From an optimization exercise on the open Yosys and OpenROAD flow, aimed at small area, a short achievable clock period and few clock cycles per item; shortcuts taken in it are not production practice. Only simulation tests tie the RTL to the original design; equivalence was not proved. No activity file was given, so power comes from the tool's default toggle rates.

$ cat design/flow/design.v
module Sbox(
  input [3:0] in,
  output [3:0] out
);
  assign out[0] = (in == 4'h0) | (in == 4'h1) | (in == 4'h2) | (in == 4'h6) | (in == 4'h7) | (in == 4'h9) | (in == 4'hD) | (in == 4'hE);
  assign out[1] = (in == 4'h0) | (in == 4'h1) | (in == 4'h2) | (in == 4'h3) | (in == 4'h4) | (in == 4'h8) | (in == 4'h9) | (in == 4'hC);
  assign out[2] = (in == 4'h1) | (in == 4'h5) | (in == 4'h8) | (in == 4'h9) | (in == 4'hC) | (in == 4'hD) | (in == 4'hE) | (in == 4'hF);
  assign out[3] = (in == 4'h0) | (in == 4'h1) | (in == 4'h4) | (in == 4'h5) | (in == 4'h6) | (in == 4'hA) | (in == 4'hC) | (in == 4'hE);
endmodule
module InvSbox(
  input [3:0] in,
  output [3:0] out
);
  assign out[0] = (in == 4'h0) | (in == 4'h1) | (in == 4'h2) | (in == 4'h4) | (in == 4'h5) | (in == 4'h7) | (in == 4'hC) | (in == 4'hF);
  assign out[1] = (in == 4'h0) | (in == 4'h1) | (in == 4'h2) | (in == 4'h3) | (in == 4'h4) | (in == 4'h8) | (in == 4'h9) | (in == 4'hD);
  assign out[2] = (in == 4'h1) | (in == 4'h4) | (in == 4'h5) | (in == 4'h9) | (in == 4'hA) | (in == 4'hC) | (in == 4'hD) | (in == 4'hE);
  assign out[3] = (in == 4'h0) | (in == 4'h4) | (in == 4'h5) | (in == 4'h6) | (in == 4'h7) | (in == 4'h8) | (in == 4'hD) | (in == 4'hE);
endmodule
module MPrime(
  input [63:0] in,
  output [63:0] out
);
  wire p0 = in[63] ^ in[59] ^ in[55] ^ in[51];
  assign out[63] = p0 ^ in[63];
  assign out[59] = p0 ^ in[51];
  assign out[55] = p0 ^ in[55];
  assign out[51] = p0 ^ in[59];
  wire p1 = in[62] ^ in[58] ^ in[54] ^ in[50];
  assign out[62] = p1 ^ in[58];
  assign out[58] = p1 ^ in[62];
  assign out[54] = p1 ^ in[50];
  assign out[50] = p1 ^ in[54];
  wire p2 = in[61] ^ in[57] ^ in[53] ^ in[49];
  assign out[61] = p2 ^ in[53];
  assign out[57] = p2 ^ in[57];
  assign out[53] = p2 ^ in[61];
  assign out[49] = p2 ^ in[49];
  wire p3 = in[60] ^ in[56] ^ in[52] ^ in[48];
  assign out[60] = p3 ^ in[48];
  assign out[56] = p3 ^ in[52];
  assign out[52] = p3 ^ in[56];
  assign out[48] = p3 ^ in[60];
  wire p4 = in[47] ^ in[43] ^ in[39] ^ in[35];
  assign out[47] = p4 ^ in[35];
  assign out[43] = p4 ^ in[39];
  assign out[39] = p4 ^ in[43];
  assign out[35] = p4 ^ in[47];
  wire p5 = in[46] ^ in[42] ^ in[38] ^ in[34];
  assign out[46] = p5 ^ in[46];
  assign out[42] = p5 ^ in[34];
  assign out[38] = p5 ^ in[38];
  assign out[34] = p5 ^ in[42];
  wire p6 = in[45] ^ in[41] ^ in[37] ^ in[33];
  assign out[45] = p6 ^ in[41];
  assign out[41] = p6 ^ in[45];
  assign out[37] = p6 ^ in[33];
  assign out[33] = p6 ^ in[37];
  wire p7 = in[44] ^ in[40] ^ in[36] ^ in[32];
  assign out[44] = p7 ^ in[36];
  assign out[40] = p7 ^ in[40];
  assign out[36] = p7 ^ in[44];
  assign out[32] = p7 ^ in[32];
  wire p8 = in[31] ^ in[27] ^ in[23] ^ in[19];
  assign out[31] = p8 ^ in[19];
  assign out[27] = p8 ^ in[23];
  assign out[23] = p8 ^ in[27];
  assign out[19] = p8 ^ in[31];
  wire p9 = in[30] ^ in[26] ^ in[22] ^ in[18];
  assign out[30] = p9 ^ in[30];
  assign out[26] = p9 ^ in[18];
  assign out[22] = p9 ^ in[22];
  assign out[18] = p9 ^ in[26];
  wire p10 = in[29] ^ in[25] ^ in[21] ^ in[17];
  assign out[29] = p10 ^ in[25];
  assign out[25] = p10 ^ in[29];
  assign out[21] = p10 ^ in[17];
  assign out[17] = p10 ^ in[21];
  wire p11 = in[28] ^ in[24] ^ in[20] ^ in[16];
  assign out[28] = p11 ^ in[20];
  assign out[24] = p11 ^ in[24];
  assign out[20] = p11 ^ in[28];
  assign out[16] = p11 ^ in[16];
  wire p12 = in[15] ^ in[11] ^ in[7] ^ in[3];
  assign out[15] = p12 ^ in[15];
  assign out[11] = p12 ^ in[3];
  assign out[7] = p12 ^ in[7];
  assign out[3] = p12 ^ in[11];
  wire p13 = in[14] ^ in[10] ^ in[6] ^ in[2];
  assign out[14] = p13 ^ in[10];
  assign out[10] = p13 ^ in[14];
  assign out[6] = p13 ^ in[2];
  assign out[2] = p13 ^ in[6];
  wire p14 = in[13] ^ in[9] ^ in[5] ^ in[1];
  assign out[13] = p14 ^ in[5];
  assign out[9] = p14 ^ in[9];
  assign out[5] = p14 ^ in[13];
  assign out[1] = p14 ^ in[1];
  wire p15 = in[12] ^ in[8] ^ in[4] ^ in[0];
  assign out[12] = p15 ^ in[0];
  assign out[8] = p15 ^ in[4];
  assign out[4] = p15 ^ in[8];
  assign out[0] = p15 ^ in[12];
endmodule
module PrinceCore(
  input clk,
  input rst,
  input start,
  input en_de,
  input [63:0] data,
  input [127:0] key,
  output [63:0] out,
  output reg done
);
  reg idle, h, fwd, last;
  reg [2:0] m;
  reg [63:0] st;
  reg idle_n, h_n;
  reg [2:0] m_n;
  always @(*) begin
    idle_n = idle; h_n = h; m_n = m;
    if (rst) begin
      idle_n = 1'b1; h_n = 1'b0; m_n = 3'd0;
    end else if (idle) begin
      if (start) begin idle_n = 1'b0; m_n = 3'd1; end
    end else if (!h) begin
      if (m == 3'd5) h_n = 1'b1;
      else m_n = m + 3'd1;
    end else begin
      if (m == 3'd0) begin idle_n = 1'b1; h_n = 1'b0; end
      else m_n = m - 3'd1;
    end
  end
  wire [63:0] k0 = key[127:64];
  wire [63:0] k1 = key[63:0];
  wire [63:0] k0p = {k0[0], k0[63:2], k0[1] ^ k0[63]};
  wire use_k0 = (idle & en_de) | (last & ~en_de);
  wire use_k0p = (idle & ~en_de) | (last & en_de);
  wire [63:0] wk = ({64{use_k0}} & k0) | ({64{use_k0p}} & k0p);
  wire [63:0] alpha = 64'hc0ac29b7c97c50dd;
  reg [63:0] rct;
  always @(*) begin
    rct = 64'h0;
    if (m == 3'd1) rct = 64'h13198a2e03707344;
    if (m == 3'd2) rct = 64'ha4093822299f31d0;
    if (m == 3'd3) rct = 64'h082efa98ec4e6c89;
    if (m == 3'd4) rct = 64'h452821e638d01377;
    if (m == 3'd5) rct = 64'hbe5466cf34e90c6c;
  end
  wire ax = ~(h ^ en_de);
  wire [63:0] kk = k1 ^ rct ^ ({64{ax}} & alpha) ^ wk;
  wire [63:0] s1, a, mo, s2, b, x;
  genvar i;
  generate for (i = 0; i < 16; i = i + 1) begin : g
    Sbox s(.in(st[4*i+3:4*i]), .out(s1[4*i+3:4*i]));
    InvSbox si(.in(mo[4*i+3:4*i]), .out(s2[4*i+3:4*i]));
  end endgenerate
  wire [63:0] st_sri = {st[63:60], st[11:8], st[23:20], st[35:32], st[47:44], st[59:56], st[7:4], st[19:16], st[31:28], st[43:40], st[55:52], st[3:0], st[15:12], st[27:24], st[39:36], st[51:48]};
  assign a = fwd ? s1 : st_sri;
  MPrime mp(.in(a), .out(mo));
  wire [63:0] m_sr = {mo[63:60], mo[43:40], mo[23:20], mo[3:0], mo[47:44], mo[27:24], mo[7:4], mo[51:48], mo[31:28], mo[11:8], mo[55:52], mo[35:32], mo[15:12], mo[59:56], mo[39:36], mo[19:16]};
  assign b = h ? s2 : m_sr;
  assign x = idle ? data : b;
  always @(posedge clk) begin
    idle <= idle_n;
    h <= h_n;
    m <= m_n;
    fwd <= !idle_n && (!h_n || m_n == 3'd5);
    last <= !idle_n && h_n && m_n == 3'd0;
    if (rst) done <= 1'b0;
    else done <= last;
    st <= x ^ kk;
  end
  assign out = st;
endmodule
module prince_top(
  input [63:0] data,
  input [127:0] key,
  input en_de,
  input clk,
  input rst,
  input start,
  output [63:0] out,
  output done);
  PrinceCore core(.clk(clk), .rst(rst), .start(start), .en_de(en_de), .data(data), .key(key),
                  .out(out), .done(done));
endmodule
$ cat design/flow/flow/run.sh
#!/bin/bash
# The standard layout, with the smallest plain buffer (buf_1) as the port buffer instead of
# the delay buffer that buffer_ports picks on its own. Every port still gets its buffer.
export BUFFER_PORTS_ARGS="-buffer_cell sky130_fd_sc_hd__buf_1"
bash standard.sh > standard.log 2>&1
$ cat design/flow/standard.sh
#!/bin/bash
# synth_recipe.tcl (not shown) runs the flow's synth.tcl, then flattens the netlist and writes it again
# the make line also repeats each setting of config.mk as NAME=value (left out here)
make -C /OpenROAD-flow-scripts/flow DESIGN_CONFIG=/design/flow/config.mk WORK_HOME=/design/flow/orfs CLKGATE_MAP_FILE= SYNTH_SCRIPT=/design/flow/synth_recipe.tcl "${@:-finish}"
$ cat design/flow/config.mk
export PLATFORM = sky130hd
export DESIGN_NAME = prince_top
export DESIGN_NICKNAME = prince_top
export VERILOG_FILES = /design/flow/design.v
export SDC_FILE = /design/flow/constraint.sdc
export NUM_CORES = 4
export LEC_CHECK = 0
export CAP_MARGIN = 5
export CORE_MARGIN = 2
export CORE_UTILIZATION = 40
export SETUP_SLACK_MARGIN = 2.6
export SLEW_MARGIN = 5
$ cat design/flow/constraint.sdc
create_clock -name core_clock -period 5.5 [get_ports {clk}]
set_input_delay 1.1000 -clock core_clock [delete_from_list [all_inputs] [get_ports {clk}]]
set_output_delay 1.1000 -clock core_clock [all_outputs]
set_load 0.01 [all_outputs]
==> summary.txt, run 1 <==
Logic synthesis
  – Synth Net Count: approximately 1.5k
  – Post-synthesis cell type count: between 90 and 100
  – Synth area leader: xnor2_1
  – Most common cell in the netlist: xnor2_1
  – Synth Warn #: 1
  – Post-synth design cell area: approximately 0.01 mm^2
  – Top cells by area, synth: xnor2_1, dfxtp_1, xor2_1
  – Top cells by count, synth: xnor2_1, a22oi_1, a21oi_1, o21ai_0, xor2_1
  – Async SR Flop Fraction: 0%
  – Post-Syn Instances: about 1.3k
  – Flops & latches, synth: between 70 and 80
  – Sequential share of the synthesized area: 14.27%
  – Top cell type's share of synthesized area: about a fifth
  – Number of flops mapped to enable cells by yosys: 0
  – Syn avg cell area: 8.027 um^2
  – Top FF cell, synth: dfxtp_1

Final layout
  – Final #Nets: roughly 1.7k
  – Reg area: ~0.0015 mm^2
  – Final Instance Area: 0.01223 mm^2
  – Multi-input logic area: approximately 0.0086 mm^2
  – Fillers: ~2.6k
  – Layout cell share with drive strength beyond 1: about an eighth
  – Area delta synth->final: 21.11%
  – Number of diodes: 0

STA
  – Final cycle utilization of the critical path: approximately half
  – Slew Limit Fails: 0
  – Clock skew: around 17 ps
  – Final hold violations: 0
  – Final WS setup: roughly 2700 ps
  – Tightest Pin Transition: 1182 ps
  – RSZ-0062 raised after global routing: true
  – Rel. slew slack: a little over a fifth
  – TNS Setup: 0 ps
  – Fin crit period: ~2800 ps
  – Fmax: between 300 and 400 MHz
  – # setup viols final: 0

Hold path
  – Worst hold path class: reg2reg

Route
  – Iteration-0 DRC Markers: roughly 1.2k
  – ANT nets after route: 0
  – Drt pass-1 iters: 6
  – Detailed-route wire length: ~42000 um
  – WL per Instance: 22.99 um
  – Drc violations: 0
  – Vias post-DR: about 11k
  – DR vias/cell: between 5 and 6

Placed design
  – GPL Wtd Cong: 0.9335
  – Post-place setup slack: 1844 ps
  – DP Area: roughly 0.011 mm^2
  – Half-perimeter wire length after detailed placement: roughly 32000 um
  – Port Buf Inserts: 260

Pwr
  – Power Density: between 800 and 900 mW/mm^2
  – Worst IR Drop VDD: approximately 0.32 mV
  – Overall Power: approximately 10000 uW
  – Leakage: ~0.0043 uW

GRT
  – First-pass GRT wire length: roughly 60000 um
  – Largest net degree at the start of global routing: 64
  – Initial antenna violation count: 0
  – GRT Util Overall: 30.29%
  – GRT overflow: 0
  – Vias in the first global route: roughly 9.6k

Die
  – IO Pins: between 200 and 300
  – Initial Util: slightly above 40%
  – Core area: 0.02496 mm^2
  – Die Ht: about 160 um
  – Die footprint: 0.02653 mm^2
  – Chip width: 162.9 um
  – Rows: between 50 and 60

Worst setup path
  – Arrival @ worst endpoint: between 3000 and 4000 ps
  – Critical path class: reg2reg
  – CP Max Fanout: 9
  – Setup crit start kind: flip-flop
  – Critical Path RT: around 5700 ps
  – CP endpoint kind: flip-flop

CTS
  – Depth of the CTS H-tree: 3
  – CTS buffer count: 9
  – CTS clk-pin slew, worst paths: about 70 ps
  – Root Buffer: clkbuf_16
  – Hold buffers post-CTS: 0
  – # clock sinks: around 70
  – Worst skew pair latency: 360 ps
  – Clk buf depth: 2
  – CTS tree: done

Run
  – Max-capacitance violation count: 0

Outcome
  – Status: timing/DRC/antenna clean
## worst paths after layout
check                      start                   end  slack, ps  cells after the start
max          core.st[17]$_DFF_P_   core.st[24]$_DFF_P_       2660                      9
min            core.last$_DFF_P_  core.done$_SDFF_PP0_        540                      1
max reg2reg  core.st[17]$_DFF_P_   core.st[24]$_DFF_P_       2660                      9
min reg2reg    core.last$_DFF_P_  core.done$_SDFF_PP0_        540                      1
## per-layer routing
layer	routed length (um)	part of all wire [%]	global-route usage, %	vias up
met3	4266	10	5.399	61
met4	1111	2.7	8.246	0
li1	-	-	-	5055
met5	0	0	0	-
met1	17640	42	42.27	5131
met2	18820	45	48.00	643
## cell families (layout without fill, tap and decap cells)
kind of cell / Yosys count / count (layout) / share of synthesized area [%]
AOI/OAI and AO/OA: 486 / 486 / 33.59
xor gates and xnor gates: 340 / 340 / 34.02
and+or+nand+nor: 221 / 221 / 10.52
buffers and inverters: 116 / 347 / 5.080
DFF: 72 / 72 / 14.27
muxes: 14 / 15 / 1.450
adders and majority gates: 9 / 9 / 1.066
## registers in the layout, indices dropped and copies added (netlist names)
register,cells
core.st,64
core.m,3
core.done,1
core.fwd,1
core.h,1
core.idle,1
core.last,1
## critical path: stages, from the launching register on
cell	delay, ps
dfxtp_2	500
mux2i_1	120
or2_1	250
a41oi_4	330
xnor2_2	220
xor2_2	310
xnor2_1	150
a22oi_2	230
mux2i_1	90
or4_1	520
## power breakdown
group	total, uW	switching, uW	internal (uW)
Clock	627	274	353
Combinational	8370	4810	3560
Sequential	1480	679	799
Total	10500	5770	4710
## cell type report
type | count | area share, %
Clock buffer | 9 | 1.841
Clock inverter | 7 | 0.5729
Inverter | 42 | 1.330
Multi-Input combinational cell | 1071 | 70.60
Sequential cell | 72 | 11.99
Tap cell | 330 | 3.376
Timing Repair Buffer | 289 | 10.29
## cell usage in the layout, fill, tap and decap left out, types with 35 or more instances in the layout
master / netlist / final
xnor2_1: 226 / 209
dfxtp_1: 72 / 58
a22oi_1: 88 / 81
o22ai_1: 36 / 35
inv_1: 40 / 39
o21ai_0: 85 / 85
nor2_1: 59 / 57
buf_1: 2 / 259
xor2_1: 77 / 62
nand2_1: 62 / 61
a21oi_1: 85 / 84
## metrics by stage
step	hold slack, ps	utilization [%]	cells
finish	543.9	48.99	1820
CTS	543.5	47.33	1808
floorplan	454.3	-	1258
global placement	481.3	45.05	1784
detailed placement	491.2	45.05	1784
global route	556.5	48.99	1820
## what timing repair did
| item | in CTS | in global routing |
|---|---|---|
| gates cloned | 1 | 1 |
| endpoints found under the setup margin | 64 | 58 |
| resized for setup | 42 | 56 |
| pin swaps | 3 | 7 |
| buffers inserted | 7 | 11 |
Testbench counts, summed over its fixed seeds: cycles 28,808, items 2,400.
==> inputs of run 2 (changes only) <==
--- a/design/flow/config.mk
+++ b/design/flow/config.mk
@@ -5,8 +5,8 @@
 export SDC_FILE = /design/flow/constraint.sdc
 export NUM_CORES = 4
 export LEC_CHECK = 0
-export CAP_MARGIN = 5
+export CAP_MARGIN = 20
 export CORE_MARGIN = 2
 export CORE_UTILIZATION = 40
 export SETUP_SLACK_MARGIN = 2.6
-export SLEW_MARGIN = 5
+export SLEW_MARGIN = 20
==> run 2 against run 1 <==
  * Still clean
  * Sequential share of layout area unchanged
  * Hold slack unchanged
  * Non-clock buffer count unchanged
  * Combinational power about the same
  * Final area unchanged
  * Area after synthesis unchanged
  * Critical path type unchanged
  * Largest power group unchanged
==> summary.txt, run 2 <==
Route
  – DR vias/cell: approximately 6
  – Detailed-route wire length: 41840 um
  – Iteration-0 DRC Markers: 1239
  – Drt pass-1 iters: 6
  – ANT nets after route: 0
  – WL per Instance: between 20 and 25 um
  – Drc violations: 0
  – Vias post-DR: approximately 11k

Final layout
  – Commonest non-fill, non-tap cells in the layout: buf_1, xnor2_1, o21ai_0, a21oi_1, a22oi_1
  – Max reg flops: 64
  – Most common cell after layout, fill and taps aside: buf_1
  – Area delta synth->final: 21.11%
  – Largest regs: core.st (64), core.m (3)
  – Final #Nets: 1687
  – Fillers: roughly 2.6k
  – Largest Register: core.st
  – Number of diodes: 0
  – Layout cell share with drive strength beyond 1: 12.15%

CTS
  – CTS clk-pin slew, worst paths: ~70 ps
  – CTS tree: done
  – CTS buffer count: 9
  – Clk buf depth: 2
  – Worst skew pair latency: 360 ps
  – Root Buffer: clkbuf_16
  – # clock sinks: 72
  – Depth of the CTS H-tree: 3

Logic synthesis
  – Top FF cell, synth: dfxtp_1
  – Flops & latches, synth: 72
  – Synth area leader: xnor2_1
  – Synth Warn #: 1
  – Post-synthesis xor/xnor area fraction: 34.02%
  – Synth Area in Compound Gates: between 30% and 40%
  – Async SR Flop Fraction: 0%
  – Simple-gate share of the synthesized area: a little over a tenth
  – Number of flops mapped to enable cells by yosys: 0
  – Sequential share of the synthesized area: about 14%
  – Top cell type's share of synthesized area: between 10% and 20%
  – Synth Net Count: about 1.5k
  – Top cells by count, synth: xnor2_1, a22oi_1, a21oi_1, o21ai_0, xor2_1
  – Largest family of logic cells by synthesized area: XOR/XNOR gates
  – Mux cell area share after synthesis: 1.450%
  – Post-synth design cell area: between 0.01 and 0.015 mm^2
  – Syn avg cell area: around 8 um^2
  – Post-Syn Instances: between 1k and 1.5k
  – Post-synthesis cell type count: 94
  – Synth Area in Adders: 1.066%
  – Most common cell in the netlist: xnor2_1
  – Top cells by area, synth: xnor2_1, dfxtp_1, xor2_1

STA
  – Tightest Pin Transition: 1182 ps
  – Final cycle utilization of the critical path: between 50% and 60%
  – # setup viols final: 0
  – Fin crit period: about 2800 ps
  – RSZ-0062 raised after global routing: true
  – Rel. slew slack: 21.14%
  – Final hold violations: 0
  – TNS Setup: 0 ps
  – Min Hold Slack: about 540 ps
  – Final WS setup: ~2700 ps
  – Clock skew: ~17 ps
  – Fmax: roughly 350 MHz
  – Slew Limit Fails: 0

Run
  – Max-capacitance violation count: 0

Pwr
  – Leakage: 0.004330 uW
  – Worst IR Drop VDD: roughly 0.32 mV
  – Power Density: 856.3 mW/mm^2

Die
  – Initial Util: between 40% and 50%
  – IO Pins: between 200 and 300
  – Die Ht: 162.9 um
  – Die footprint: between 0.02 and 0.03 mm^2
  – Core area: approximately 0.025 mm^2
  – Chip width: about 160 um
  – Rows: 58

Worst setup path
  – Max incr delay on CP: 520 ps
  – Arrival @ worst endpoint: between 3000 and 4000 ps
  – Buffers & Inverters on Critical Path: 0
  – Most frequent CP cell: mux2i_1
  – Setup crit start kind: flip-flop
  – CP max-delay cell: or4_1
  – Critical Path RT: between 5000 and 6000 ps
  – Kind of cell adding the most delay to the critical path: simple AND/OR/NAND/NOR gates
  – Critical path, cell by cell: mux2i_1 -> or2_1 -> a41oi_4 -> xnor2_2 -> xor2_2 -> xnor2_1 -> a22oi_2 -> mux2i_1 -> or4_1
  – Critical path class: reg2reg
  – CP Max Fanout: 9
  – CP endpoint kind: flip-flop

GRT
  – First-pass GRT wire length: about 60000 um
  – GRT Util Overall: between 30 and 40%
  – Initial antenna violation count: 0
  – Largest net degree at the start of global routing: between 60 and 70
  – Vias in the first global route: roughly 9.6k
  – GRT overflow: 0

Hold path
  – Worst hold path class: reg2reg

Placed design
  – GPL Wtd Cong: slightly above 0.9
  – Port Buf Inserts: 260
  – Half-perimeter wire length after detailed placement: about 32000 um
  – Post-place setup slack: approximately 1800 ps

Outcome
  – Status: timing/DRC/antenna clean
run 2: where the power goes:
part / total, uW / leakage (uW) / internal (uW) / switching [uW]
combinational: 8370 / 0.00358 / 3560 / 4810
clock: 627 / 0.000146 / 353 / 274
sequential: 1480 / 0.000608 / 799 / 679
total: 10500 / 0.00433 / 4710 / 5770
run 2: path summary, 6_finish.rpt:
path | startpoint | end | slack (ps) | cells after the start
worst max register to register | core.st[17]$_DFF_P_ | core.st[24]$_DFF_P_ | 2660 | 9
worst max-delay path | core.st[17]$_DFF_P_ | core.st[24]$_DFF_P_ | 2660 | 9
worst min-delay path | core.last$_DFF_P_ | core.done$_SDFF_PP0_ | 540 | 1
worst min register to register | core.last$_DFF_P_ | core.done$_SDFF_PP0_ | 540 | 1
run 2: logic make-up after synthesis:
logic type      Yosys count
simple gates            221
flops                    72
compound gates          486
fa+ha+maj                 9
xor+xnor                340
mux                      14
buf+inv                 116
run 2: per-layer routing:
metal  routed length (um)  track usage [%]  up-vias  part of all wire, %
met2                18820            48.00      643                   45
met5                    0                0        -                    0
met3                 4266            5.399       61                   10
met1                17640            42.27     5131                   42
met4                 1111            8.246        0                  2.7
li1                     -                -     5055                    -
run 2: layout make-up:
| cell class | instances | area [um^2] | share of cell area, % |
|---|---|---|---|
| multi-input cells | 1071 | 8635 | 70.60 |
| flip-flops and latches | 72 | 1466 | 11.99 |
| repair buffers | 289 | 1259 | 10.29 |
| well taps | 330 | 412.9 | 3.376 |
| clock buffers | 9 | 225.2 | 1.841 |
| inverters | 42 | 162.7 | 1.330 |
| clock inverters | 7 | 70.07 | 0.5729 |
run 2: what timing repair did:
item,CTS,global route
setup endpoints to repair,64,58
pin swaps,3,7
resized for setup,42,56
hold buffers,0,0
hold endpoints to repair,0,0
cloned,1,1
buffers inserted,7,11
run 2: stage by stage:
| step | util (%) | power [uW] | instance area (um^2) | std cells |
|---|---|---|---|---|
| 6_report | 48.99 | 10470 | 12230 | 1820 |
| 4_1_cts | 47.33 | 9930 | 11820 | 1808 |
| 3_5_place_dp | 45.05 | 8981 | 11250 | 1784 |
| 2_1_floorplan | - | 7164 | 10100 | 1258 |
| 5_1_grt | 48.99 | 11220 | 12230 | 1820 |
| 3_3_place_gp | 45.05 | 8868 | 11250 | 1784 |
==> inputs of run 3 (changes only) <==
--- a/design/flow/config.mk
+++ b/design/flow/config.mk
@@ -8,5 +8,7 @@
 export CAP_MARGIN = 20
 export CORE_MARGIN = 2
 export CORE_UTILIZATION = 40
+export CTS_CLUSTER_DIAMETER = 200
+export CTS_CLUSTER_SIZE = 36
 export SETUP_SLACK_MARGIN = 2.6
 export SLEW_MARGIN = 20
==> run 3 against run 2 <==
  * Routed wire length unchanged
  * Core utilization unchanged
  * Critical path depth did not move
  * Critical endpoint unchanged
  * Still clean
  * Highest routed layer unchanged
  * Global-route usage did not move
  * Sequential cell count stayed put
==> summary.txt, run 3 <==
Die
  – Core area: approximately 0.025 mm^2
  – IO Pins: 261
  – Initial Util: between 40 and 50%
  – Die Ht: 162.9 um
  – Rows: slightly below 60
  – Chip width: approximately 160 um
  – Die footprint: between 0.02 and 0.03 mm^2

Logic synthesis
  – Post-Syn Instances: around 1.3k
  – Synth Warn #: 1
  – Post-synth design cell area: between 0.01 and 0.015 mm^2
  – Top FF cell, synth: dfxtp_1
  – Async SR Flop Fraction: 0%
  – Post-synthesis xor/xnor area fraction: approximately 34%
  – Top cells by count, synth: xnor2_1, a22oi_1, a21oi_1, o21ai_0, xor2_1
  – Synth Area in Compound Gates: about 34%
  – Flops & latches, synth: around 70
  – Synth Net Count: about 1.5k
  – Syn avg cell area: approximately 8.0 um^2
  – Synth area leader: xnor2_1
  – Sequential share of the synthesized area: about 14%
  – Post-synthesis cell type count: 94
  – Number of flops mapped to enable cells by yosys: 0
  – Top cell type's share of synthesized area: about a fifth
  – Most common cell in the netlist: xnor2_1
  – Synth Area in Adders: between 1 and 1.5%
  – Top cells by area, synth: xnor2_1, dfxtp_1, xor2_1
  – Largest family of logic cells by synthesized area: XOR/XNOR gates
  – Simple-gate share of the synthesized area: between 10% and 20%
  – Mux cell area share after synthesis: ~1.4%

Pwr
  – Worst IR Drop VDD: about 0.32 mV
  – Net switching power: 5765 uW
  – Power Density: between 800 and 900 mW/mm^2
  – Pint: roughly 4700 uW
  – Sw Share: 55.05%
  – Comb pwr share: 79.9%
  – Clk pwr share: 6.0%
  – Leakage: roughly 0.0043 uW
  – Sequential power share: between 10 and 15%

GRT
  – GRT overflow: 0
  – Vias in the first global route: 9592
  – Initial antenna violation count: 0
  – GRT Util Overall: 30.29%
  – First-pass GRT wire length: 60120 um
  – Largest net degree at the start of global routing: 64

CTS
  – CTS buffer count: 9
  – Hold buffers post-CTS: 0
  – CTS tree: done
  – CTS clk-pin slew, worst paths: around 70 ps
  – Root Buffer: clkbuf_16
  – Depth of the CTS H-tree: 3
  – Clk buf depth: 2
  – Worst skew pair latency: around 360 ps
  – # clock sinks: 72

Route
  – ANT nets after route: 0
  – DR WL met3: 4266 um
  – Iteration-0 DRC Markers: approximately 1.2k
  – Met1 wire length: 17640 um
  – Top sig layer: met4
  – Vias post-DR: 10.89k
  – Met2 wire length: between 15000 and 20000 um
  – WL per Instance: 22.99 um
  – DR vias/cell: approximately 6.0
  – Drc violations: 0
  – Detailed-route wire length: between 40000 and 50000 um
  – Drt pass-1 iters: 6

Worst setup path
  – CP Max Fanout: 9
  – Arrival @ worst endpoint: ~3100 ps
  – Critical path class: reg2reg
  – Path depth of the worst reg2reg path: 9
  – FF-to-FF setup slack: between 2000 and 3000 ps
  – CP endpoint kind: flip-flop
  – Critical Path RT: ~5700 ps
  – Max incr delay on CP: 520 ps
  – Most frequent CP cell: mux2i_1
  – Reg-to-Reg End: core.st[24]$_DFF_P_
  – Levels on crit path: 9
  – Worst setup startpoint: core.st[17]$_DFF_P_
  – Worst R2R Start: core.st[17]$_DFF_P_
  – CP endpoint: core.st[24]$_DFF_P_
  – Setup crit start kind: flip-flop
  – Critical path, cell by cell: mux2i_1 -> or2_1 -> a41oi_4 -> xnor2_2 -> xor2_2 -> xnor2_1 -> a22oi_2 -> mux2i_1 -> or4_1
  – Kind of cell adding the most delay to the critical path: simple AND/OR/NAND/NOR gates
  – CP max-delay cell: or4_1
  – Buffers & Inverters on Critical Path: 0

STA
  – # setup viols final: 0
  – Tightest Pin Transition: about 1200 ps
  – RSZ-0062 raised after global routing: true
  – Rel. slew slack: a little over a fifth
  – Final cycle utilization of the critical path: about 52%
  – Fmax: ~350 MHz
  – Fin crit period: roughly 2800 ps
  – Slew Limit Fails: 0
  – Final hold violations: 0
  – TNS Setup: 0 ps
  – Clock skew: roughly 17 ps

Placed design
  – GPL Wtd Cong: ~0.93
  – Half-perimeter wire length after detailed placement: approximately 32000 um
  – Port Buf Inserts: 260
  – DP Area: about 0.011 mm^2

Final layout
  – Fillers: between 2k and 3k
  – Commonest non-fill, non-tap cells in the layout: buf_1, xnor2_1, o21ai_0, a21oi_1, a22oi_1
  – Layout cell share with drive strength beyond 1: between 10% and 20%
  – Number of diodes: 0
  – Largest Register: core.st
  – Final #Nets: ~1.7k
  – Final Instance Area: 0.01223 mm^2
  – Most common cell after layout, fill and taps aside: buf_1
  – Area delta synth->final: 21.11%
  – Max reg flops: 64
  – Largest regs: core.st (64), core.m (3)

Run
  – Max-capacitance violation count: 0

Hold path
  – HP Start: core.last$_DFF_P_
  – Worst hold path class: reg2reg

Outcome
  – Status: timing/DRC/antenna clean
[run 3: cell counts in the layout (fill, tap and decap cells not counted)]
Identical to the previous run, type by type.
[run 3: power by group through the flow]
stage / logic [uW] / registers (uW) / clock network (uW)
floorplan: 5930 / 1240 / 0
detailed placement: 7540 / 1440 / 0
global placement: 7440 / 1430 / 0
global route: 9050 / 1520 / 648
finish: 8370 / 1480 / 627
CTS: 7870 / 1430 / 628
[run 3: per-stage QoR]
step | setup slack [ps] | power [uW] | hold WS (ps) | instances | utilization (%)
floorplan | 2692 | 7164 | 454.3 | 1258 | -
global route | 2575 | 11220 | 556.5 | 1820 | 48.99
global placement | 1932 | 8868 | 481.3 | 1784 | 45.05
finish | 2657 | 10470 | 543.9 | 1820 | 48.99
detailed placement | 1844 | 8981 | 491.2 | 1784 | 45.05
CTS | 2502 | 9930 | 543.5 | 1808 | 47.33
[run 3: how the worst min path moves through the flow]
| stage | end | cells past startpoint |
|---|---|---|
| after floorplan | core.done$_SDFF_PP0_ | 1 |
| after global placement | core.done$_SDFF_PP0_ | 1 |
| after detailed placement | core.done$_SDFF_PP0_ | 1 |
| after CTS | core.done$_SDFF_PP0_ | 1 |
| after global routing | core.done$_SDFF_PP0_ | 1 |
| final | core.done$_SDFF_PP0_ | 1 |
[run 3: kinds of logic (layout without fill, tap and decap cells)]
logic type               Yosys count  in the layout
AO/OA/AOI/OAI                    486            486
XOR/XNOR                         340            340
AND/OR/NAND/NOR                  221            221
buffers and inverters            116            347
flip-flops                        72             72
multiplexers                      14             15
adder cells (fa/ha/maj)            9              9
[run 3: final cells by class]
class                      count  area (um^2)  share of cell area [%]
multi-input combinational   1071         8635                   70.60
sequential                    72         1466                   11.99
timing repair buffer         289         1259                   10.29
tap                          330        412.9                   3.376
clock buffer                   9        225.2                   1.841
inverter                      42        162.7                   1.330
clock inverter                 7        70.07                  0.5729
[run 3: timing repair]
action                                  4_1_cts  5_1_grt
endpoints found under the setup margin       64       58
pin swaps                                     3        7
setup buffers                                 7       11
gates resized for setup                      42       56
gates cloned                                  1        1
[run 3: metal layers]
layer  track usage [%]  vias to the layer above
met5                 0                        -
met4             8.246                        0
met3             5.399                       61
met2             48.00                      643
li1                  -                     5055
met1             42.27                     5131
==> inputs of run 4 (changes only) <==
==> design/flow/flow/run.sh (replaced) <==
#!/bin/bash
# The standard layout, with the smallest plain buffer (buf_2) as the port buffer instead of
# the delay buffer that buffer_ports picks on its own. Every port still gets its buffer.
export BUFFER_PORTS_ARGS="-buffer_cell sky130_fd_sc_hd__buf_2"
bash standard.sh > standard.log 2>&1
--- a/design/flow/config.mk
+++ b/design/flow/config.mk
@@ -8,7 +8,5 @@
 export CAP_MARGIN = 20
 export CORE_MARGIN = 2
 export CORE_UTILIZATION = 40
-export CTS_CLUSTER_DIAMETER = 200
-export CTS_CLUSTER_SIZE = 36
 export SETUP_SLACK_MARGIN = 2.6
 export SLEW_MARGIN = 20
==> run 4 against run 3 <==
  * Still clean on timing, DRC and antenna
  * Die area did not move
  * Combinational power rose by 2%
  * Fmax fell by 1.2%
  * First-iteration DRC count fell by 4.0%
  * Final cell count barely moved
  * Core utilization rose by 1.5 points
  * Clock power rose by 11%
  * Register-to-register slack got worse by 30 ps
  * Total power rose by 2.0%
  * Synthesized cell count did not move
  * Clock-buffer cell count rose by 3
  * Worst setup slack got worse by 35 ps
  * Largest cell class unchanged
  * Largest power group unchanged
==> summary.txt, run 4 <==
Hold path
  – Worst hold path class: reg2reg

Logic synthesis
  – Top FF cell, synth: dfxtp_1
  – Mux cell area share after synthesis: between 1 and 1.5%
  – Top cells by count, synth: xnor2_1, a22oi_1, a21oi_1, o21ai_0, xor2_1
  – Simple-gate share of the synthesized area: around a tenth
  – Syn avg cell area: 8.027 um^2
  – Async SR Flop Fraction: 0%
  – Synth Warn #: 1
  – Synth Net Count: roughly 1.5k
  – Largest family of logic cells by synthesized area: XOR/XNOR gates
  – Most common cell in the netlist: xnor2_1
  – Flops & latches, synth: 72
  – Number of flops mapped to enable cells by yosys: 0
  – Synth area leader: xnor2_1
  – Synth Area in Compound Gates: around a third
  – Synth Area in Adders: under 10%
  – Sequential share of the synthesized area: approximately 14%
  – Top cells by area, synth: xnor2_1, dfxtp_1, xor2_1
  – Post-synth design cell area: 0.01010 mm^2
  – Post-Syn Instances: ~1.3k
  – Post-synthesis xor/xnor area fraction: 34.02%
  – Top cell type's share of synthesized area: 19.60%
  – Post-synthesis cell type count: 94

CTS
  – Worst skew pair latency: about 360 ps
  – CTS tree: done
  – Root Buffer: clkbuf_16
  – Clk buf depth: 2
  – CTS clk-pin slew, worst paths: ~70 ps
  – CTS buffer count: 9
  – Depth of the CTS H-tree: 3
  – # clock sinks: just over 70
  – Hold buffers post-CTS: 0

Worst setup path
  – Kind of cell adding the most delay to the critical path: compound AO/OA/AOI/OAI gates
  – CP Max Fanout: 10
  – CP max-delay cell: a222oi_1
  – Critical Path RT: approximately 5700 ps
  – Max incr delay on CP: around 550 ps
  – Critical path class: reg2reg
  – CP endpoint kind: flip-flop
  – Buffers & Inverters on Critical Path: 0
  – Critical path, cell by cell: mux2i_1 -> or2_2 -> a41oi_4 -> xnor3_2 -> xor2_1 -> o22ai_1 -> a222oi_1 -> xnor2_1
  – Setup crit start kind: flip-flop
  – FF-to-FF setup slack: between 2000 and 3000 ps
  – Arrival @ worst endpoint: between 3000 and 4000 ps

Die
  – Core area: 0.02496 mm^2
  – Die footprint: between 0.02 and 0.03 mm^2
  – Chip width: about 160 um
  – IO Pins: roughly 260
  – Initial Util: between 40% and 50%
  – Rows: between 50 and 60
  – Die Ht: 162.9 um

Final layout
  – Largest Register: core.st
  – Largest regs: core.st (64), core.m (3)
  – Max reg flops: 64
  – Final #Nets: around 1.7k
  – Area delta synth->final: 24.71%
  – Number of diodes: 0
  – Most common cell after layout, fill and taps aside: buf_2
  – Fillers: ~2.5k
  – Layout cell share with drive strength beyond 1: 29.35%
  – Commonest non-fill, non-tap cells in the layout: buf_2, xnor2_1, o21ai_0, a21oi_1, a22oi_1

GRT
  – Vias in the first global route: 9572
  – Largest net degree at the start of global routing: 65
  – GRT overflow: 0
  – Initial antenna violation count: 1
  – First-pass GRT wire length: between 50000 and 60000 um
  – GRT Util Overall: approximately 30%

Route
  – WL per Instance: 23.02 um
  – ANT nets after route: 0
  – Detailed-route wire length: between 40000 and 50000 um
  – Vias post-DR: between 10k and 15k
  – Drc violations: 0
  – DR vias/cell: 5.951
  – Drt pass-1 iters: 6
  – Iteration-0 DRC Markers: around 1.2k

Placed design
  – Half-perimeter wire length after detailed placement: ~32000 um
  – GPL Wtd Cong: 0.9057
  – Port Buf Inserts: 260

STA
  – Final hold violations: 0
  – Fin crit period: between 2000 and 3000 ps
  – Final cycle utilization of the critical path: 52.32%
  – # setup viols final: 0
  – Tightest Pin Transition: roughly 1100 ps
  – RSZ-0062 raised after global routing: true
  – TNS Setup: 0 ps
  – Clock skew: roughly 12 ps
  – Fmax: roughly 350 MHz
  – Rel. slew slack: between 20 and 30%
  – Slew Limit Fails: 0

Run
  – Max-capacitance violation count: 0

Pwr
  – Leakage: 0.005049 uW
  – Overall Power: roughly 11000 uW
  – Power Density: 847.9 mW/mm^2
  – Worst IR Drop VDD: 0.2628 mV

Outcome
  – Status: timing/DRC/antenna clean
==> run 4: logic make-up after synthesis <==
family / Yosys count
adder cells (fa/ha/maj): 9
AND/OR/NAND/NOR: 221
AO/OA/AOI/OAI: 486
XOR/XNOR: 340
flip-flops: 72
buffers and inverters: 116
multiplexers: 14
==> run 4: worst reg2reg max path: stages (launching register included) <==
cell	delay (ps)
dfxtp_4	450
mux2i_1	90
or2_2	300
a41oi_4	290
xnor3_2	540
xor2_1	230
o22ai_1	130
a222oi_1	550
xnor2_1	150
==> run 4: metal layers <==
| metal | wire (um) | GRT usage [%] | up-vias |
|---|---|---|---|
| met3 | 4758 | 6.850 | 70 |
| met2 | 18470 | 46.38 | 641 |
| met1 | 17410 | 41.69 | 5072 |
| met5 | 13 | 0 | - |
| li1 | - | - | 5040 |
| met4 | 1226 | 9.735 | 2 |
==> run 4: worst paths after layout <==
path,startpoint,end,cells after the start
max,core.st[57]$_DFF_P_,core.st[51]$_DFF_P_,8
min,core.last$_DFF_P_,core.done$_SDFF_PP0_,1
max reg2reg,core.st[57]$_DFF_P_,core.st[51]$_DFF_P_,8
min reg2reg,core.last$_DFF_P_,core.done$_SDFF_PP0_,1
==> run 4: what timing repair did <==
item / 4_1_cts / 5_1_grt
pin swaps: 1 / 14
setup endpoints to repair: 48 / 53
gates resized for setup: 29 / 73
gates cloned: 0 / 2
setup buffers: 0 / 16
==> run 4: through the flow <==
stage          instances  setup slack (ps)  utilization (%)  cell area [um^2]  hold WS (ps)
4_1_cts             1800              2448            48.30             12060         503.4
2_1_floorplan       1258              2692                -             10100         454.3
3_5_place_dp        1784              2053            46.34             11570         488.8
3_3_place_gp        1784              2095            46.34             11570         481.3
6_report            1819              2623            50.45             12590         505.1
5_1_grt             1819              2514            50.45             12590         528.7
==> run 4: where the power goes <==
group / total, uW / internal (uW) / switching, uW
logic: 8510 / 3670 / 4840
registers: 1470 / 805 / 667
clock network: 698 / 435 / 263
==> run 4: final cells by class <==
cell class | instances | area (um^2) | area share [%]
sequential | 72 | 1473 | 11.69
clock buffer | 12 | 266.5 | 2.116
inverter | 42 | 165.2 | 1.311
multi-input combinational | 1070 | 8598 | 68.28
tap | 330 | 412.9 | 3.279
clock inverter | 4 | 75.07 | 0.5961
timing repair buffer | 289 | 1603 | 12.73
==> inputs of run 5 (changes only) <==
==> design/flow/run.sh (new file) <==
#!/bin/bash
# synth_recipe.tcl (not shown) runs the flow's synth.tcl, then flattens the netlist and writes it again
# the make line also repeats each setting of config.mk as NAME=value (left out here)
make -C /OpenROAD-flow-scripts/flow DESIGN_CONFIG=/design/flow/config.mk WORK_HOME=/design/flow/orfs CLKGATE_MAP_FILE= SYNTH_SCRIPT=/design/flow/synth_recipe.tcl finish
removed: design/flow/flow/run.sh
removed: design/flow/standard.sh
==> run 5 against run 4 <==
  * Still clean
  * Via count grew 0.78%
  * Routed wire length rose by 1.7%
  * Non-clock buffer count is 7 higher
  * Synthesized cell count did not move
  * Combinational power increased by 4.5%
  * Critical path depth grew 1
  * Largest cell class unchanged
  * Highest routed layer is now met4
==> summary.txt, run 5 <==
Worst setup path
  – CP max-delay cell: dfxtp_1
  – CP Max Fanout: 7
  – Critical Path RT: about 5700 ps
  – Setup crit start kind: flip-flop
  – Buffers & Inverters on Critical Path: 1
  – CP endpoint kind: flip-flop
  – Max incr delay on CP: around 560 ps
  – Kind of cell adding the most delay to the critical path: compound AO/OA/AOI/OAI gates
  – Critical path, cell by cell: inv_1 -> maj3_1 -> a21oi_1 -> mux2i_4 -> xor3_2 -> o21ai_0 -> a221oi_1 -> o22ai_1 -> xnor2_1
  – Arrival @ worst endpoint: approximately 3100 ps
  – Critical path class: reg2reg

STA
  – Final cycle utilization of the critical path: between 50 and 60%
  – RSZ-0062 raised after global routing: true
  – Slew Limit Fails: 0
  – TNS Setup: 0 ps
  – Fin crit period: roughly 2900 ps
  – Tightest Pin Transition: 1170 ps
  – Rel. slew slack: 21.94%
  – Fmax: about 350 MHz
  – Final hold violations: 0
  – Final WS setup: roughly 2600 ps
  – Clock skew: just under 9 ps
  – # setup viols final: 0

Placed design
  – DP Area: roughly 0.013 mm^2
  – Half-perimeter wire length after detailed placement: 33260 um
  – GPL Wtd Cong: around 0.9
  – Post-place setup slack: 1694 ps
  – Post-Place Cells: 1787
  – Port Buf Inserts: 260

GRT
  – Vias in the first global route: between 9k and 10k
  – Initial antenna violation count: 1
  – Largest net degree at the start of global routing: between 50 and 60
  – GRT Util Overall: between 30% and 40%
  – GRT overflow: 0
  – First-pass GRT wire length: a little over 60000 um

Hold path
  – Worst hold path class: reg2reg

CTS
  – Root Buffer: clkbuf_16
  – Depth of the CTS H-tree: 3
  – CTS clk-pin slew, worst paths: roughly 60 ps
  – CTS buffer count: 9
  – Clk buf depth: 2
  – CTS tree: done
  – Worst skew pair latency: around 360 ps
  – # clock sinks: 72

Logic synthesis
  – Sequential share of the synthesized area: between 10% and 20%
  – Post-synth design cell area: slightly above 0.01 mm^2
  – Syn avg cell area: 8.027 um^2
  – Top cell type's share of synthesized area: 19.60%
  – Top cells by area, synth: xnor2_1, dfxtp_1, xor2_1
  – Async SR Flop Fraction: 0%
  – Synth Warn #: 1
  – Synth area leader: xnor2_1
  – Synth Net Count: between 1k and 1.5k
  – Post-synthesis cell type count: 94
  – Post-Syn Instances: 1258
  – Top cells by count, synth: xnor2_1, a22oi_1, a21oi_1, o21ai_0, xor2_1
  – Most common cell in the netlist: xnor2_1
  – Flops & latches, synth: 72
  – Number of flops mapped to enable cells by yosys: 0
  – Top FF cell, synth: dfxtp_1

Route
  – Drt pass-1 iters: 6
  – Drc violations: 0
  – Vias post-DR: 10.91k
  – Detailed-route wire length: approximately 43000 um
  – DR vias/cell: between 5 and 6
  – ANT nets after route: 0
  – WL per Instance: 23.32 um
  – Iteration-0 DRC Markers: around 1.2k

Final layout
  – Final Instance Area: between 0.01 and 0.015 mm^2
  – Layout Cells excl Fill: ~1.8k
  – Commonest non-fill, non-tap cells in the layout: clkdlybuf4s50_1, xnor2_1, o21ai_0, a21oi_1, a22oi_1
  – Layout cell share with drive strength beyond 1: about an eighth
  – Final #Nets: around 1.7k
  – Number of diodes: 0
  – Largest Register: core.st
  – Largest regs: core.st (64), core.m (3)
  – Area delta synth->final: 38.86%
  – Max reg flops: 64
  – Most common cell after layout, fill and taps aside: clkdlybuf4s50_1
  – Fin util: around 56%

Pwr
  – Leakage: between 0.005 and 0.006 uW
  – Worst IR Drop VDD: 0.3575 mV
  – Power Density: about 790 mW/mm^2

Die
  – Die footprint: between 0.02 and 0.03 mm^2
  – Rows: a little under 60
  – Chip width: 162.9 um
  – Initial Util: 40.45%
  – Die Ht: around 160 um
  – Core area: around 0.025 mm^2
  – IO Pins: ~260

Run
  – Max-capacitance violation count: 0

Outcome
  – Status: timing/DRC/antenna clean
-- run 5: cell counts after synthesis --
Identical to the previous run, type by type.
-- run 5: metal layers --
metal | share of wire, % | global-route usage [%]
met5 | 0 | 0
met4 | 2.2 | 7.924
met3 | 9.8 | 4.533
met2 | 44 | 48.38
met1 | 44 | 45.38
-- run 5: path summary, 6_finish.rpt --
path                 startpoint              endpoint  slack (ps)  cells past startpoint
min reg2reg   core.last$_DFF_P_  core.done$_SDFF_PP0_         540                      1
max reg2reg  core.st[2]$_DFF_P_    core.st[9]$_DFF_P_        2600                      9
max          core.st[2]$_DFF_P_    core.st[9]$_DFF_P_        2600                      9
min           core.last$_DFF_P_  core.done$_SDFF_PP0_         540                      1
-- run 5: layout make-up --
cell class              count  area, um^2
multi-input cells        1070        8677
repair buffers            296        2952
clock inverters             5       102.6
flip-flops and latches     72        1463
well taps                 330       412.9
inverters                  42       162.7
fillers                  2250       10940
clock buffers              11       252.7
-- run 5: metrics by stage --
step	hold slack [ps]	total power [uW]
detailed placement	512.5	9408
global placement	501.9	9318
finish	541.5	11130
CTS	531.3	10460
global route	553.0	11870
floorplan	454.3	7164
-- run 5: worst reg2reg max path: stages (launching register included) --
cell,delay (ps)
dfxtp_1,560
inv_1,90
maj3_1,350
a21oi_1,240
mux2i_4,180
xor3_2,560
o21ai_0,100
a221oi_1,390
o22ai_1,160
xnor2_1,140
-- run 5: repair_timing --
action	4_1_cts	5_1_grt
setup buffers	7	15
gates resized for setup	46	59
pin swaps	3	14
gates cloned	0	1
setup endpoints to repair	64	46
hold buffers	0	0
-- run 5: logic make-up (layout without fill, tap and decap cells) --
kind of cell,after synthesis,in the layout,share of synthesized area [%]
simple gates,221,221,10.52
flops,72,72,14.27
mux,14,14,1.450
fa+ha+maj,9,9,1.066
compound gates,486,486,33.59
buf+inv,116,354,5.080
xor+xnor,340,340,34.02
-- run 5: power by group --
group / switching, uW / total [uW] / leakage [uW] / internal [uW]
sequential: 712 / 1510 / 0.000607 / 798
combinational: 4870 / 8890 / 0.00433 / 4020
clock: 261 / 728 / 0.000172 / 468

re-timing with driven ports:
In the flow no input, the clock included, has a driving cell. The finished layouts below were timed again as built, in two steps. Step 1 sets driving cells, clkbuf_16 on the clock port and buf_2 on the other inputs (assumed; they add their load-dependent delay and slew). Step 2 times the ports against the registers' clock, not the clock port: input delays grow and output delays shrink by t, the midpoint of the rising clock arrivals with the driver on. Slacks: ideal / step 1 / step 2; pairs: ideal / step 1.
run	t, ns	slack for setup (ns)	hold WS [ns]
run 1	0.406	2.657 / 2.657 / 2.373	0.544 / 0.544 / 0.544
run 2	0.406	2.657 / 2.657 / 2.373	0.544 / 0.544 / 0.544
run 3	0.406	2.657 / 2.657 / 2.373	0.544 / 0.544 / 0.544
run 4	0.402	2.623 / 2.623 / 2.377	0.505 / 0.505 / 0.505
run 5	0.402	2.605 / 2.605 / 2.403	0.541 / 0.541 / 0.541
After both steps setup and hold are still met in every run listed.
